What follows belongs to an exercise in optimizing a design on an open flow for small area, a short achievable clock period and few clock cycles per item; a production flow would make more cautious choices.

==> job 8339: inputs <==
## fft4
module fft4 #(
    parameter int WIDTH = 32
)(
    input logic clk,
    input logic rst,
    input logic start,
    output logic done,
    input logic signed [WIDTH-1:0] in0,
    input logic signed [WIDTH-1:0] in1,
    input logic signed [WIDTH-1:0] in2,
    input logic signed [WIDTH-1:0] in3,
    output logic signed [WIDTH-1:0] out0,
    output logic signed [WIDTH-1:0] out1,
    output logic signed [WIDTH-1:0] out2,
    output logic signed [WIDTH-1:0] out3
);
    logic [WIDTH-1:0] e0_d, e1_d, o0_d, o1_d;
    logic [WIDTH-1:0] e0, e1, o0, o1;
    butterfly #(.WIDTH(WIDTH), .MINUS_J(1'b0)) bf_e (.A(in0), .B(in2), .out0(e0_d), .out1(e1_d));
    butterfly #(.WIDTH(WIDTH), .MINUS_J(1'b0)) bf_o (.A(in1), .B(in3), .out0(o0_d), .out1(o1_d));
    always_ff @(posedge clk) begin
        if (start) begin
            e0 <= e0_d;
            e1 <= e1_d;
            o0 <= o0_d;
            o1 <= o1_d;
        end
    end
  ...
==> module butterfly, before the edit <==
module butterfly #(
    parameter int WIDTH   = 32,
    parameter bit MINUS_J = 1'b0
)(
    input  logic [WIDTH-1:0] A,
    input  logic [WIDTH-1:0] B,
    output logic [WIDTH-1:0] out0,
    output logic [WIDTH-1:0] out1
);
    localparam int HALF = WIDTH/2;
    function automatic logic [HALF-1:0] mulw0(input logic [HALF-1:0] b);
        logic dn, up;
        dn = ~b[HALF-1] &  b[HALF-2] &  (|b[HALF-3:0]);
        up =  b[HALF-1] & (~b[HALF-2] | ~(|b[HALF-3:0]));
        mulw0 = b - {{(HALF-1){1'b0}}, dn} + {{(HALF-1){1'b0}}, up};
    endfunction
    logic [HALF-1:0] a_r, a_i, bw_r, bw_i;
    assign a_r = A[WIDTH-1:HALF];
    assign a_i = A[HALF-1:0];
    generate
        if (MINUS_J) begin : g_mj
            assign bw_r = B[HALF-1:0];
            assign bw_i = -B[WIDTH-1:HALF];
        end else begin : g_w0
            assign bw_r = mulw0(B[WIDTH-1:HALF]);
            assign bw_i = mulw0(B[HALF-1:0]);
        end
    endgenerate
    assign out0 = {a_r + bw_r, a_i + bw_i};
    assign out1 = {a_r - bw_r, a_i - bw_i};
endmodule
==> module fft4, before the edit <==
module fft4 #(
    parameter int WIDTH = 32
)(
    input logic clk,
    input logic rst,
    input logic start,
    output logic done,
    input logic signed [WIDTH-1:0] in0,
    input logic signed [WIDTH-1:0] in1,
    input logic signed [WIDTH-1:0] in2,
    input logic signed [WIDTH-1:0] in3,
    output logic signed [WIDTH-1:0] out0,
    output logic signed [WIDTH-1:0] out1,
    output logic signed [WIDTH-1:0] out2,
    output logic signed [WIDTH-1:0] out3
);
    logic [WIDTH-1:0] e0_d, e1_d, o0_d, o1_d;
    logic [WIDTH-1:0] e0, e1, o0, o1;
    butterfly #(.WIDTH(WIDTH), .MINUS_J(1'b0)) bf_e (.A(in0), .B(in2), .out0(e0_d), .out1(e1_d));
    butterfly #(.WIDTH(WIDTH), .MINUS_J(1'b0)) bf_o (.A(in1), .B(in3), .out0(o0_d), .out1(o1_d));
    always_ff @(posedge clk) begin
        if (start) begin
            e0 <= e0_d;
            e1 <= e1_d;
            o0 <= o0_d;
            o1 <= o1_d;
        end
    end
    always_ff @(posedge clk or posedge rst) begin
        if (rst) done <= 1'b0;
        else if (start) done <= 1'b1;
    end
    butterfly #(.WIDTH(WIDTH), .MINUS_J(1'b0)) bf_0 (.A(e0), .B(o0), .out0(out0), .out1(out2));
    butterfly #(.WIDTH(WIDTH), .MINUS_J(1'b1)) bf_1 (.A(e1), .B(o1), .out0(out1), .out1(out3));
endmodule
Settings: LEC_CHECK=0, CAP_MARGIN=20, CORE_MARGIN=2, CORE_UTILIZATION=40, SLEW_MARGIN=20; clock period 10.0 ns.
run.sh (not shown) runs the stock make flow with config.mk's settings and CLKGATE_MAP_FILE= SYNTH_SCRIPT=/design/flow/synth_recipe.tcl, a recipe that flattens the netlist after the stock synthesis.
==> job 3555: changes against job 8339 <==
==> flow/design.v (replaced) <==
module w0_pre (
    input  logic [15:0] b,
    output logic [15:0] bm,
    output logic        up
);
    logic [14:0] z;    
    always_comb begin
        logic [14:0] t;
        t = {~b[13:0], 1'b1};
        for (int l = 0; l < 4; l++)
            for (int i = 14; i >= 0; i--)
                if ((i >> l) & 1) t[i] = t[i] & t[((i >> l) << l) - 1];
        z = t;
    end
    assign up = (b[15] & ~b[14]) | (b[14] & z[14]);
    assign bm = {b[15], b[14:0] ^ ({15{~b[15] & b[14]}} & z)};
endmodule
module bf_pg (
    input  logic [15:0] a,
    input  logic [15:0] b,
    output logic [15:0] p,
    output logic [15:0] g
);
    assign p = a ^ b;
    assign g = a & b;
endmodule
module add16_sum #(
    parameter bit PN = 1'b0,
    parameter int CI = 2
)(
    input  logic [15:0] a,
    input  logic [15:0] p,
    input  logic [15:0] g,
    input  logic        ci,
    output logic [15:0] s
);
    logic [15:0] pp, gg, G, P;
    logic        c;
    assign pp = PN ? ~p : p;
    assign gg = PN ? a & p : g;
    assign c  = (CI == 2) ? ci : (CI == 3) ? ~ci : CI[0];
    always_comb begin
        G = gg; P = pp;
        for (int l = 0; l < 4; l++)
            for (int i = 0; i < 16; i++)
                if ((i % (2 << l)) == (2 << l) - 1) begin
                    G[i] = G[i] | (P[i] & G[i - (1 << l)]);
                    P[i] = P[i] & P[i - (1 << l)];
                end
        for (int l = 2; l >= 0; l--)
            for (int i = 0; i < 16; i++)
                if ((i % (2 << l)) == (1 << l) - 1 && i >= (2 << l)) begin
                    G[i] = G[i] | (P[i] & G[i - (1 << l)]);
                    P[i] = P[i] & P[i - (1 << l)];
                end
    end
    assign s = pp ^ ({G[14:0], 1'b0} | ({P[14:0], 1'b1} & {16{c}}));
endmodule
module butterfly #(
    parameter bit FIXED = 1'b0
)(
    input  logic [15:0] a,
    input  logic [15:0] b,
    input  logic        ci,
    output logic [15:0] out0,
    output logic [15:0] out1
);
    logic [15:0] p, g;
    bf_pg u_pg (.a(a), .b(b), .p(p), .g(g));
    add16_sum #(.PN(1'b0), .CI(FIXED ? 0 : 2)) u_add (.a(a), .p(p), .g(g), .ci(ci), .s(out0));
    add16_sum #(.PN(1'b1), .CI(FIXED ? 1 : 3)) u_sub (.a(a), .p(p), .g(g), .ci(ci), .s(out1));
endmodule
module fft4 #(
    parameter int WIDTH = 32
)(
    input logic clk,
    input logic rst,
    input logic start,
    output logic done,
    input logic signed [WIDTH-1:0] in0,
    input logic signed [WIDTH-1:0] in1,
    input logic signed [WIDTH-1:0] in2,
    input logic signed [WIDTH-1:0] in3,
    output logic signed [WIDTH-1:0] out0,
    output logic signed [WIDTH-1:0] out1,
    output logic signed [WIDTH-1:0] out2,
    output logic signed [WIDTH-1:0] out3
);
    logic [15:0] b2r, b2i, b3r, b3i;
    logic        u2r, u2i, u3r, u3i;
    w0_pre p2r (.b(in2[31:16]), .bm(b2r), .up(u2r));
    w0_pre p2i (.b(in2[15:0]),  .bm(b2i), .up(u2i));
    w0_pre p3r (.b(in3[31:16]), .bm(b3r), .up(u3r));
    w0_pre p3i (.b(in3[15:0]),  .bm(b3i), .up(u3i));
    logic [15:0] e0r_d, e0i_d, e1r_d, e1i_d, o0r_d, o0i_d, o1r_d, o1i_d;
    butterfly bf_er (.a(in0[31:16]), .b(b2r), .ci(u2r), .out0(e0r_d), .out1(e1r_d));
    butterfly bf_ei (.a(in0[15:0]),  .b(b2i), .ci(u2i), .out0(e0i_d), .out1(e1i_d));
    butterfly bf_or (.a(in1[31:16]), .b(b3r), .ci(u3r), .out0(o0r_d), .out1(o1r_d));
    butterfly bf_oi (.a(in1[15:0]),  .b(b3i), .ci(u3i), .out0(o0i_d), .out1(o1i_d));
    logic [15:0] m0r_d, m0i_d;
    logic        up0r_d, up0i_d;
    w0_pre p0r (.b(o0r_d), .bm(m0r_d), .up(up0r_d));
    w0_pre p0i (.b(o0i_d), .bm(m0i_d), .up(up0i_d));
    logic [15:0] e0r, e0i, m0r, m0i, o1r, o1i;
    logic [15:1] e1r_h, e1i_h;
    logic        up0r, up0i;
    always_ff @(posedge clk) begin
        if (start) begin
            e0r <= e0r_d; e0i <= e0i_d;
            e1r_h <= e1r_d[15:1]; e1i_h <= e1i_d[15:1];
            m0r <= m0r_d; m0i <= m0i_d;
            up0r <= up0r_d; up0i <= up0i_d;
            o1r <= o1r_d; o1i <= o1i_d;
        end
    end
    logic [15:0] e1r, e1i;
    assign e1r = {e1r_h, e0r[0]};
    assign e1i = {e1i_h, e0i[0]};
    always_ff @(posedge clk or posedge rst) begin
        if (rst) done <= 1'b0;
        else if (start) done <= 1'b1;
    end
    butterfly bf_0r (.a(e0r), .b(m0r), .ci(up0r), .out0(out0[31:16]), .out1(out2[31:16]));
    butterfly bf_0i (.a(e0i), .b(m0i), .ci(up0i), .out0(out0[15:0]),  .out1(out2[15:0]));
    butterfly #(.FIXED(1'b1)) bf_1r (.a(e1r), .b(o1i), .ci(1'b0), .out0(out1[31:16]), .out1(out3[31:16]));
    butterfly #(.FIXED(1'b1)) bf_1i (.a(e1i), .b(o1r), .ci(1'b0), .out0(out3[15:0]),  .out1(out1[15:0]));
endmodule
==> flow/flow/run.sh (new file) <==
#!/bin/bash
# Standard layout (the standard.sh, standard synthesis), with the port
# buffers made of sky130 buf_1 cells instead of the default pick (a delay
# buffer). Every port still gets its own buffer. make's full output goes to
# standard.log; ORFS keeps each step's log under orfs/logs.
set -euo pipefail
export BUFFER_PORTS_ARGS="-buffer_cell sky130_fd_sc_hd__buf_1"
bash standard.sh > standard.log 2>&1
==> flow/standard.sh (new file) <==
#!/bin/bash
# synth_recipe.tcl (not shown) runs the flow's synth.tcl, then flattens the netlist and writes it again
# the make line also repeats each setting of config.mk as NAME=value (left out here)
make -C /OpenROAD-flow-scripts/flow DESIGN_CONFIG=/design/flow/config.mk WORK_HOME=/design/flow/orfs CLKGATE_MAP_FILE= SYNTH_SCRIPT=/design/flow/synth_recipe.tcl "${@:-finish}"
ABC_AREA = 1   (was not set)
CORE_UTILIZATION = 50   (was 40)
CTS_BUF_LIST = sky130_fd_sc_hd__clkbuf_4 sky130_fd_sc_hd__clkbuf_8   (was not set)
GPL_ROUTABILITY_DRIVEN = 0   (was not set)
GPL_TIMING_DRIVEN = 1   (was not set)
SETUP_SLACK_MARGIN = 5   (was not set)
SYNTH_HIERARCHICAL = 1   (was not set)
SYNTH_MINIMUM_KEEP_SIZE = 0   (was not set)
removed: flow/run.sh
==> flow_metrics.tcl <==
set metrics [dict create \
    run_status "finished clean" \
    layout_top_registers "o0 (32), e0 (31), e1 (31)" \
    number_of_flops_mapped_to_enable_cells_by_yosys 124 \
    wire_length_reported_by_the_detailed_router_mm 57.6 \
    critPathArrivalTime_ns 5.93 \
    final_design_area_no_fill_mm2 0.0244 \
    crit_slowest_cell "clkdlybuf4s50_1" \
    mostFrequentLayoutCell "ha_1" \
    route.met3.wl_mm 2.51 \
    comb.multi_input.count 1931 \
    clkLatencyLatePin_ns 0.44 \
]
the above is filed under job 8339

==> flow_metrics.tcl <==
set metrics [dict create \
    worst_hold_path.endpoint "done$_DFFE_PP0P_" \
    critPathArrivalTime_ns 2.78 \
    mostFrequentLayoutCell "nand2_1" \
    crit_slowest_cell "edfxtp_1" \
    comb.multi_input.count 1739 \
    run_status "finished clean" \
    wire_length_reported_by_the_detailed_router_mm 39.0 \
    route.met3.wl_mm 2.29 \
    final_design_area_no_fill_mm2 0.0179 \
    dp.final_hpwl_mm 32.9 \
]
the above is filed under job 3555

No functional check of the RTL was part of any run of this note.

==> separate check: timing with driven ports <==
In the flow no input, the clock included, has a driving cell. The finished layouts below were timed again as built, in two steps.
Step 1 (the two cells are an assumption about what drives the block):
set clk [get_ports {clk}]
set_driving_cell -lib_cell sky130_fd_sc_hd__clkbuf_16 $clk
set_driving_cell -lib_cell sky130_fd_sc_hd__buf_2 [delete_from_list [all_inputs] $clk]
Step 2 moves the port delays by t, midway between the first and last clock arrival at a register: inputs arrive t later, outputs are due t later. That takes back most of the time a late clock gives input paths.
Slacks: ideal / step 1 / step 2; pairs: ideal / step 1.
run	t (ns)	setup slack, ns	latest minus earliest clock arrival (ns)
job 8339	0.495	2.072 / 2.017 / 2.342	0.010 / 0.010
job 3555	0.494	5.220 / 5.173 / 4.766	0.020 / 0.020
After both steps setup and hold are still met in every run listed. The setup slack of job 3555, which loses most, moves by -0.047 ns with the drivers and by -0.454 ns with both steps.
